This is an optimization exercise on Yosys and OpenROAD, whose aim is small area and a short achievable clock period, not a production implementation.
In this exercise RTL edits were held to simulation tests only and were not proved equivalent to the original.
Power figures rest on the tool's default switching activity, not on a simulated workload.

==> flow/design.v, too long to show whole: its modules and the start of the top module <==
// module logical: 14 lines
// module arithmetic: 75 lines
// module multiplier: 621 lines
// module ALU: 52 lines
module ALU(
input clk,
input [15:0] a, b,
input [3*8:0] op,
output [31:0] out
    );
  // ...
==> flow/flow/run.sh <==
#!/bin/bash
# Standard ORFS layout with small port buffers and a timing-repair slack target.
set -euo pipefail
MARGIN=$(cat flow/margin.txt 2>/dev/null || echo 0)
BUF=$(cat flow/portbuf.txt 2>/dev/null || echo sky130_fd_sc_hd__buf_2)
bash standard.sh "BUFFER_PORTS_ARGS=-buffer_cell $BUF" "SETUP_SLACK_MARGIN=$MARGIN" finish > standard.log 2>&1
==> flow/flow/margin.txt <==
14
==> flow/standard.sh <==
#!/bin/bash
# synth_recipe.tcl (not shown) runs the flow's synth.tcl, then flattens the netlist and writes it again
# the make line also repeats each setting of config.mk as NAME=value (left out here)
make -C /OpenROAD-flow-scripts/flow DESIGN_CONFIG=/design/flow/config.mk WORK_HOME=/design/flow/orfs CLKGATE_MAP_FILE= SYNTH_SCRIPT=/design/flow/synth_recipe.tcl "${@:-finish}"
==> flow/config.mk <==
export PLATFORM = sky130hd
export DESIGN_NAME = ALU
export DESIGN_NICKNAME = ALU
export VERILOG_FILES = /design/flow/design.v
export SDC_FILE = /design/flow/constraint.sdc
export NUM_CORES = 4
export LEC_CHECK = 0
export ABC_AREA = 1
export CAP_MARGIN = 20
export CORE_MARGIN = 2
export CORE_UTILIZATION = 40
export SLEW_MARGIN = 20
==> flow/constraint.sdc <==
create_clock -name core_clock -period 28.0 [get_ports {clk}]
set_input_delay 5.6000 -clock core_clock [delete_from_list [all_inputs] [get_ports {clk}]]
set_output_delay 5.6000 -clock core_clock [all_outputs]
set_load 0.01 [all_outputs]
==> qor.yml, run 1 <==
routing:
  highest_layer: "met4"
  ant_nets: 0
  vias: 10105
  wl_met1_mm: 14.6
  firstDrtPassIters: 5
  wl_met3_mm: 2.41
  drc_errors: 0
  routed_wl_mm: 33.8
clocking:
  clockRootBuffer: "clkbuf_16"
  cts_tree: "yes"
  cts_setup_buffers: 0
critical_path:
  critPathTopFamily: "simple AND/OR/NAND/NOR gates"
  crit_path_start: "op[1]"
  crit_fanout: 21
  cp.required_ps: 22400
  cpMostUsedCell: "nand3_1"
timing:
  setup_violations: 0
  layout_setup_ws_ps: 14270
  rsz0062_at_grt: "no"
finish:
  largest_reg_flops: 32
  nets: 1903
  regMostFlops: "M.C"
  nNonClkInverters: 339
  clkCellAreaFrac: 0.0129
synth:
  ys.warnings.count: 1
  synth_compound_area_frac: 0.0394
  syn_nets: 1848
power:
  intPower_mw: 0.0969
  power_mw: 0.159
  irDropWorstVdd_mv: 0.0165
  switching_share: 0.390
  p_sw_mw: 0.0619
  pg_seq_mw: 0.0455
  clkPwrFrac: 0.408
  powerDensity_nw_per_um2: 13.4
global_route:
  met3_usage: 0.0330
  antenna_found_initial: 0
outcome:
  status: "finished clean"
floorplanning:
  tapCellCount: 341
  die_h_um: 170
  ioPinCount: 90
placed_design:
  place_ws_ps: 13840
  dpl.cell_count: 1917
worst_hold_path:
  hold_path_depth: 3
==> inputs of run 2 (changes only) <==
==> flow/flow/margin.txt (replaced) <==
0
==> qor.yml, run 2 <==
outcome:
  status: "finished clean"
critical_path:
  crit_fanout: 21  # unchanged
  critical_path_class: "input port to output port"
  cp.required_ps: 22400  # about the same
  critPathCaptureType: "output port"
  critPathLaunchType: "input port"
  arrival_ps: 8600
synth:
  postSynthAreaPerCell_um2: 7.23
  synthTopCellsByCount: "328 x nand2_1, 314 x inv_1, 225 x nor2_1"
  synth.cell_area_um2: 11000
  ys.warnings.count: 1  # unchanged
  synth_top_cell_by_area: "fa_1"
  yosys-top-cells-area: "fa_1 37%, nand2_1 11%, inv_1 11%, nor2_1 7.6%, ha_1 6.6%"
  synth-async-reset-ratio: 0
  yosysSeqAreaShare: 0.0580
  syn_nets: 1848  # unchanged
  synth_top_cell_area_share: 0.370
  yosysMostFrequentCell: "nand2_1"
  synth_cell_type_count: 36
  netlist_instances: 1528
  ys_ff_latch: 32
  synth_edf_count: 0
  synthFlopType: "dfxtp_1"
clocking:
  cts_tree: "yes"
  cts.repair.resized: 0
  numCtsBuffers: 5
  ctsLongestPathBuffers: 2
  cts_setup_buffers: 0  # unchanged
  path_clk_slew_ps: 60
  cts.sinks: 32
  h-tree-depth: 2
  clockRootBuffer: "clkbuf_16"
  cts_hold_buf: 0
floorplanning:
  die_w_um: 170
  die_h_um: 170  # unchanged
  initial_core_util: 0.409
  core_area_um2: 27000
  fp.dieArea_um2: 29000
  row_count: 60
  ioPinCount: 90  # unchanged
power:
  powerDensity_nw_per_um2: 13.4  # +0.13%
  p_leak_nw: 6.49
  irDropWorstVdd_mv: 0.0162  # -1.5%
finish:
  n_antenna_cell: 0
  nets: 1903  # unchanged
  largest_reg_flops: 32  # unchanged
  layout_commonest_cell: "nand2_1"
  drive_above_1_share: 0.0929
  largestRegisters: "M.C x32"
  syn2layout_area_growth_pct: 7.28
  regMostFlops: "M.C"
  fin_area_um2: 11800
  final_cells: 1924
  mostFrequentLayoutCells: "328 x nand2_1, 314 x inv_1, 225 x nor2_1"
routing:
  firstDrtPassIters: 6  # +1
  wl_per_cell_um: 17.5
  drc_errors: 0  # unchanged
  routed_wl_mm: 33.7  # about the same
  vias: 10134  # +0.29%
  vias_per_cell: 5.27
  ant_nets: 0  # unchanged
  drt_iter0_markers: 747
timing:
  slew_headroom: 0.431
  setup_violations: 0  # unchanged
  fin_setup_tns_ps: 0
  min_period_over_period: 0.507
  period_minus_slack_ps: 14200
  finalHoldViolations: 0
  tightest_slew_ps: 854
  rsz0062_at_grt: "no"
  fmax_mhz: 70.4
  drv_slew: 0
global_route:
  antenna_found_initial: 0  # unchanged
  overflow: 0
  grt_max_degree: 36
  grt_pass1_wl_mm: 54.4
  grt_use_total: 0.243
  grt_pass1_vias: 10096
placed_design:
  place_area_um2: 11700
  dpl.cell_count: 1917  # unchanged
  dp_hpwl_mm: 27.4
  gp_congestion: 0.898
  io_buffers: 89
run:
  drv_cap: 0
worst_hold_path:
  hold_path_class: "input port to register"
## run 2: cells by family after synthesis
family / count (synthesis) / share of synthesized area
DFF: 32 / 0.0580
adders and majority gates: 262 / 0.435
and+or+nand+nor: 740 / 0.303
buffers and inverters: 381 / 0.136
xor gates and xnor gates: 36 / 0.0285
AOI/OAI and AO/OA: 77 / 0.0394
## run 2: power breakdown
part | internal [mW] | switching [mW]
Clock | 0.0376 | 0.0274
Combinational | 0.0138 | 0.0345
Sequential | 0.0455 | 0.00000000413
## run 2: critical path, stage by stage
cell and delay (ps):
buf_2 460, nand2_1 200, nor2_1 220, nand2_1 90, nor2_1 630, inv_1 300
nand2_2 360, inv_2 240, a21oi_1 170, nand4_1 120, buf_2 200
## run 2: path summary, 6_finish.rpt
path,startpoint,end,slack [ps],cells past startpoint
worst min-delay path,b[0],M.C[0],5690,3
worst max-delay path,op[1],out[11],13800,11
## run 2: per-stage QoR
stage,setup slack (ps),util,hold WS [ps],total power [mW]
2_1_floorplan,14670,-,5760,0.0766
3_3_place_gp,13980,0.433,6000,0.0929
3_5_place_dp,13840,0.433,6000,0.0934
4_1_cts,13830,0.438,5680,0.159
5_1_grt,13510,0.438,5710,0.166
6_report,13800,0.438,5690,0.159
## run 2: metal layers
metal | global-route usage | share of wire
met1 | 0.335 | 0.43
met2 | 0.390 | 0.45
met3 | 0.0330 | 0.075
met4 | 0.0922 | 0.040
met5 | 0 | 0
## run 2: cell type report
class | count | area [um^2]
Fill cell | 2852 | 15200
Multi-Input combinational cell | 1115 | 8900
Inverter | 339 | 1270
Sequential cell | 32 | 641
Timing Repair Buffer | 90 | 453
Tap cell | 341 | 427
Clock buffer | 7 | 153
==> inputs of run 3 (changes only) <==
==> flow/flow/margin.txt (replaced) <==
17
==> qor.yml, run 3 <==
finish:
  mostFrequentLayoutCells: "301 x nand2_1, 286 x inv_1, 180 x fa_1"
  nets: 2015  # +5.9%
  n_antenna_cell: 0  # unchanged
  layout_commonest_cell: "nand2_1"
  drive_above_1_share: 0.278  # +0.185
  largest_reg_flops: 32  # unchanged
  multi_input_area_um2: 10200  # +14%
  regMostFlops: "M.C"
  syn2layout_area_growth_pct: 31.6
  largestRegisters: "M.C x32"
  fill_cells: 2535  # -11%
  final_cells: 2036  # +5.8%
  seq_area_um2: 641  # unchanged
synth:
  synth_top_family_by_area: "adder cells"
  synth_xor_area_frac: 0.0285  # unchanged
  ys_ff_latch: 32  # unchanged
  synth_fa_ha_area_frac: 0.435  # unchanged
  ys.warnings.count: 1  # unchanged
  synthFlopType: "dfxtp_1"
  synth-async-reset-ratio: 0  # unchanged
  synth_top_cell_by_area: "fa_1"
  synth_cell_type_count: 36  # unchanged
  synth_compound_area_frac: 0.0394  # unchanged
  yosysMostFrequentCell: "nand2_1"
  synthSimpleGateAreaFrac: 0.303  # unchanged
  synth_top_cell_area_share: 0.370  # unchanged
  synth_edf_count: 0  # unchanged
  synthTopCellsByCount: "328 x nand2_1, 314 x inv_1, 225 x nor2_1"
  yosys-top-cells-area: "fa_1 37%, nand2_1 11%, inv_1 11%, nor2_1 7.6%, ha_1 6.6%"
  postSynthAreaPerCell_um2: 7.23  # unchanged
  netlist_instances: 1528  # unchanged
  syn_nets: 1848  # unchanged
  yosysSeqAreaShare: 0.0580  # unchanged
  synth.cell_area_um2: 11000  # unchanged
  synth.area.mux_share: 0  # unchanged
critical_path:
  arrival_ps: 7570  # -1030 ps
  critPathLaunchType: "input port"
  critical_path_class: "input port to output port"
  crit_fanout: 11  # -48%
  critPathCaptureType: "output port"
  cp.required_ps: 22400  # about the same
floorplanning:
  ioPinCount: 90  # unchanged
  core_area_um2: 27000  # unchanged
  die_w_um: 170  # unchanged
  die_h_um: 170  # unchanged
  initial_core_util: 0.409  # unchanged
  fp.dieArea_um2: 29000  # unchanged
  row_count: 60  # unchanged
timing:
  fmax_mhz: 75.9  # +7.8%
  setup_violations: 0  # unchanged
  slew_headroom: 0.558  # +0.127
  rsz0062_at_grt: "yes"
  period_minus_slack_ps: 13170  # -1020 ps
  layout_setup_ws_ps: 14830  # +1020 ps
  finalHoldViolations: 0  # unchanged
  fin_setup_tns_ps: 0  # unchanged
  tightest_slew_ps: 662  # -191 ps
  drv_slew: 0  # unchanged
  min_period_over_period: 0.470  # -0.0365
routing:
  firstDrtPassIters: 6  # unchanged
  wl_per_cell_um: 19.2  # +9.3%
  drc_errors: 0  # unchanged
  ant_nets: 0  # unchanged
  routed_wl_mm: 39.0  # +16%
  highest_layer: "met4"
  drt_iter0_markers: 1053  # +41%
  wl_met2_mm: 17.8  # +16%
  vias_per_cell: 5.36  # +1.8%
  wl_met3_mm: 3.45  # +35%
  wl_met1_mm: 15.7  # +8.0%
  vias: 10914  # +7.7%
outcome:
  status: "finished clean"
power:
  p_sw_mw: 0.0699  # +13%
  clkPwrFrac: 0.344  # -0.065
  switching_share: 0.390  # about the same
  p_leak_nw: 7.38  # +14%
  intPower_mw: 0.109  # +13%
  pwr-share-seq: 0.254  # -0.032
  irDropWorstVdd_mv: 0.0165  # +1.4%
  power_frac_comb: 0.402  # +0.098
  powerDensity_nw_per_um2: 12.3  # -8.0%
placed_design:
  place_ws_ps: 14240  # +394 ps
  dp_hpwl_mm: 28.8  # +5.2%
  gp_congestion: 0.979  # +9.0%
  io_buffers: 89  # unchanged
  dpl.cell_count: 1917  # unchanged
global_route:
  antenna_found_initial: 0  # unchanged
  grt_max_degree: 23  # -36%
  grt_pass1_vias: 10772  # +6.7%
  overflow: 0  # unchanged
  grt_pass1_wl_mm: 60.2  # +11%
  grt_use_total: 0.274  # +0.0305
clocking:
  numCtsBuffers: 5  # unchanged
  cts.sinks: 32  # unchanged
  ctsLongestPathBuffers: 2  # unchanged
  h-tree-depth: 2  # unchanged
  clockRootBuffer: "clkbuf_16"
  cts_tree: "yes"
  path_clk_slew_ps: 60  # about the same
worst_hold_path:
  hold_path_class: "input port to register"
run:
  drv_cap: 0  # unchanged
## run 3: what timing repair did
| action | in CTS | in global routing |
|---|---|---|
| setup buffers | 57 | 48 |
| endpoints found under the setup margin | 51 | 51 |
| gates cloned | 7 | 0 |
| gates resized for setup | 178 | 160 |
| pin swaps | 62 | 68 |
| hold buffers | 0 | 0 |
## run 3: logic make-up after synthesis
family / count (synthesis)
simple gates: 740
flops: 32
buf+inv: 381
compound gates: 77
xor+xnor: 36
fa+ha+maj: 262
## run 3: power by group through the flow
| stage | logic [mW] | clock network (mW) | registers (mW) |
|---|---|---|---|
| 3_3_place_gp | 0.0499 | 0 | 0.0465 |
| 6_report | 0.0721 | 0.0616 | 0.0455 |
| 5_1_grt | 0.0762 | 0.0642 | 0.0455 |
| 3_5_place_dp | 0.0499 | 0 | 0.0465 |
| 4_1_cts | 0.0641 | 0.0630 | 0.0455 |
| 2_1_floorplan | 0.0324 | 0 | 0.0465 |
## run 3: worst max-delay path: stages
cell	delay [ps]
buf_2	230
inv_1	520
nand2_1	170
nand2_1	110
nand2_1	50
inv_1	50
nand4_1	110
o21ai_0	220
nand2_1	80
nor3_1	170
nand3_2	110
buf_2	150
## run 3: per-layer routing
metal	GRT usage	vias to the layer above
met5	0	-
met3	0.0360	110
met2	0.435	583
met1	0.367	5309
li1	-	4912
met4	0.138	0
## run 3: worst paths after layout
path	start	end	slack, ps	cells after the start
setup / recovery	a[11]	out[0]	14830	12
hold / removal	b[0]	M.C[0]	5680	4
## run 3: layout make-up
cell class | instances | share of cell area
tap | 341 | 0.0294
clock buffer | 7 | 0.0105
inverter | 339 | 0.0950
sequential | 32 | 0.0441
multi-input combinational | 1119 | 0.700
timing repair buffer | 198 | 0.121
## run 3: stage by stage
stage	total power, mW	util	hold WS [ps]	instance area [um^2]
final	0.179	0.538	5680	14500
after global routing	0.186	0.538	5690	14500
after CTS	0.173	0.500	5670	13500
after detailed placement	0.0965	0.444	5920	12000
after global placement	0.0964	0.444	5930	12000
after floorplan	0.0789	-	5760	11400
==> inputs of run 4 (changes only) <==
==> flow/run.sh (new file) <==
#!/bin/bash
# synth_recipe.tcl (not shown) runs the flow's synth.tcl, then flattens the netlist and writes it again
# the make line also repeats each setting of config.mk as NAME=value (left out here)
make -C /OpenROAD-flow-scripts/flow DESIGN_CONFIG=/design/flow/config.mk WORK_HOME=/design/flow/orfs CLKGATE_MAP_FILE= SYNTH_SCRIPT=/design/flow/synth_recipe.tcl finish
removed: flow/flow/run.sh
removed: flow/flow/margin.txt
removed: flow/standard.sh
==> qor.yml, run 4 <==
power:
  power_mw: 0.174  # -3.1%
  intPower_mw: 0.111  # +1.2%
  clkPwrFrac: 0.433  # +0.089
  p_leak_nw: 6.44  # -13%
  p_sw_mw: 0.0630  # -9.8%
  pwr-share-seq: 0.262  # +0.008
  power_frac_comb: 0.305  # -0.097
  switching_share: 0.363  # -0.0272
  irDropWorstVdd_mv: 0.0179  # +8.6%
  powerDensity_nw_per_um2: 14.1  # +14%
synth:
  syn_nets: 1848  # unchanged
  ys.warnings.count: 1  # unchanged
  ys_ff_latch: 32  # unchanged
  netlist_instances: 1528  # unchanged
  synthFlopType: "dfxtp_1"
  yosys-top-cells-area: "fa_1 37%, nand2_1 11%, inv_1 11%, nor2_1 7.6%, ha_1 6.6%"
  synth-async-reset-ratio: 0  # unchanged
  postSynthAreaPerCell_um2: 7.23  # unchanged
  synth_edf_count: 0  # unchanged
  synth.cell_area_um2: 11000  # unchanged
  synthTopCellsByCount: "328 x nand2_1, 314 x inv_1, 225 x nor2_1"
  synth_cell_type_count: 36  # unchanged
  synth_top_cell_area_share: 0.370  # unchanged
  yosysSeqAreaShare: 0.0580  # unchanged
  yosysMostFrequentCell: "nand2_1"
  synth_top_cell_by_area: "fa_1"
critical_path:
  cp.required_ps: 22400  # about the same
  critPathCaptureType: "output port"
  critical_path_class: "input port to output port"
  max_stage_delay_ps: 700  # +180 ps
  cpMostUsedCell: "nor2_1"
  arrival_ps: 9240  # +1670 ps
  crit_path_start: "op[1]"
  worst_path_max_delay_cell: "nor2_1"
  worst-path-buf-inv: 5  # +1
  critPathLaunchType: "input port"
  crit_fanout: 21  # +10
  critPathTopFamily: "buffers and inverters"
  crit_chain: "clkdlybuf4s50_1 -> buf_4 -> nand2_1 -> nor2_1 -> nand2_1 -> nor2_1 -> inv_1 -> nand2_2 -> inv_2 -> nor2_1 -> nor2_1 -> nand4_1 -> clkdlybuf4s50_1"
timing:
  fin_hold_ws_ps: 6010  # +326 ps
  finalHoldViolations: 0  # unchanged
  tightest_slew_ps: 908  # +246 ps
  min_period_over_period: 0.530  # +0.0596
  slew_headroom: 0.392  # -0.166
  fin_setup_tns_ps: 0  # unchanged
  fmax_mhz: 67.4  # -11%
  rsz0062_at_grt: "no"
  setup_violations: 0  # unchanged
  period_minus_slack_ps: 14840  # +1670 ps
  drv_slew: 0  # unchanged
global_route:
  antenna_found_initial: 0  # unchanged
  grt_max_degree: 29  # +26%
  grt_pass1_vias: 10072  # -6.5%
  grt_use_total: 0.248  # -0.0251
  overflow: 0  # unchanged
  grt_pass1_wl_mm: 55.0  # -8.7%
floorplanning:
  initial_core_util: 0.409  # unchanged
  ioPinCount: 90  # unchanged
  core_area_um2: 27000  # unchanged
  die_w_um: 170  # unchanged
  fp.dieArea_um2: 29000  # unchanged
  row_count: 60  # unchanged
  die_h_um: 170  # unchanged
finish:
  drive_above_1_share: 0.0391  # -0.239
  n_antenna_cell: 0  # unchanged
  layout_commonest_cell: "nand2_1"
  regMostFlops: "M.C"
  mostFrequentLayoutCells: "328 x nand2_1, 314 x inv_1, 225 x nor2_1"
  fill_cells: 2782  # +9.7%
  post-route-util: 0.457  # -0.0809
  syn2layout_area_growth_pct: 11.8
  final_cells: 1928  # -5.3%
  nets: 1906  # -5.4%
  largest_reg_flops: 32  # unchanged
  largestRegisters: "M.C x32"
routing:
  vias: 9911  # -9.2%
  routed_wl_mm: 34.2  # -12%
  drt_iter0_markers: 828  # -21%
  wl_per_cell_um: 17.7  # -7.4%
  ant_nets: 0  # unchanged
  drc_errors: 0  # unchanged
  vias_per_cell: 5.14  # -4.1%
  firstDrtPassIters: 8  # +2
run:
  drv_cap: 0  # unchanged
clocking:
  h-tree-depth: 2  # unchanged
  clockRootBuffer: "clkbuf_16"
  path_clk_slew_ps: 70  # about the same
  cts_setup_buffers: 0  # -100%
  cts.sinks: 32  # unchanged
  ctsLongestPathBuffers: 2  # unchanged
  numCtsBuffers: 5  # unchanged
  cts_tree: "yes"
  cts_hold_buf: 0  # unchanged
  cts.repair.resized: 0  # -100%
placed_design:
  dpl.cell_count: 1920  # +0.16%
  gp_congestion: 0.949  # -3.1%
  io_buffers: 89  # unchanged
  dp_hpwl_mm: 27.8  # -3.6%
worst_hold_path:
  hold_path_depth: 3  # -1
  hold_start: "b[0]"
  min_to: "M.C[0]"
  hold_path_class: "input port to register"
outcome:
  status: "finished clean"
-- run 4: cell counts after synthesis --
Identical to the previous run, type by type.
-- run 4: how the worst max path moves through the flow --
| stage | endpoint | slack [ps] | cells past startpoint |
|---|---|---|---|
| after global routing | out[15] | 12820 | 13 |
| after detailed placement | out[15] | 13170 | 13 |
| after global placement | out[15] | 13290 | 13 |
| final | out[15] | 13160 | 13 |
| after floorplan | out[8] | 14670 | 13 |
| after CTS | out[15] | 13160 | 13 |
-- run 4: per-layer routing --
metal / track usage / routed length, um / up-vias
met5: 0 / 0 / -
met4: 0.0866 / 1260 / 0
met3: 0.0384 / 2780 / 66
met2: 0.400 / 15300 / 420
met1: 0.341 / 14800 / 4727
li1: - / - / 4698
-- run 4: worst min-delay path: stages --
cell	delay (ps)
clkdlybuf4s50_1	470
nand2_1	120
nor2_1	70
-- run 4: area by class of cell --
cell class | count | area (um^2) | area share
flip-flops and latches | 32 | 641 | 0.0519
clock inverters | 1 | 30.0 | 0.00243
repair buffers | 93 | 921 | 0.0746
multi-input cells | 1115 | 8900 | 0.721
clock buffers | 7 | 153 | 0.0124
well taps | 341 | 427 | 0.0346
inverters | 339 | 1270 | 0.103
-- run 4: logic make-up after synthesis --
logic type               Yosys count  share of synthesized area
AO/OA/AOI/OAI                     77                     0.0394
XOR/XNOR                          36                     0.0285
adder cells (fa/ha/maj)          262                      0.435
buffers and inverters            381                      0.136
flip-flops                        32                     0.0580
AND/OR/NAND/NOR                  740                      0.303
-- run 4: power by group through the flow --
stage	logic (mW)	registers, mW	clock network (mW)
after floorplan	0.0301	0.0465	0
after global placement	0.0518	0.0465	0
after detailed placement	0.0518	0.0465	0
after CTS	0.0521	0.0455	0.0764
after global routing	0.0574	0.0455	0.0769
final	0.0531	0.0455	0.0752
-- run 4: per-stage QoR --
step,area [um^2],setup slack [ps]
after detailed placement,12200,13170
final,12300,13160
after CTS,12300,13160
after global routing,12300,12820
after global placement,12200,13290
after floorplan,11000,14670

## port drivers added, routing unchanged
No port has a modelled driver above. Below, the same layouts with a new extraction and two added sets of constraints.
Step 1: set_driving_cell puts a clkbuf_16 on clk and a buf_2 on each other input, an assumption about the parent block.
Step 2 moves the port delays by t, midway between the first and last clock arrival at a register: inputs arrive t later, outputs are due t later. That takes back most of the time a late clock gives input paths.
Three values: ideal ports, drivers, drivers and shift; two values: the first two.
run | shift t [ns] | slack for setup (ns) | worst setup path at the end | worst slew at a driven data input, ns
run 1 | 0.345 | 14.274 / 14.254 / 14.254 | input to output | 0.04
run 2 | 0.348 | 13.805 / 13.783 / 13.783 | input to output | 0.04
run 3 | 0.339 | 14.826 / 14.632 / 14.632 | input to output | 0.20
run 4 | 0.349 | 13.158 / 13.135 / 13.135 | input to output | 0.05
After both steps setup and hold are still met in every run listed. For run 3, which loses most, drivers alone change the setup slack by -0.194 ns; drivers and shift together by -0.194 ns.
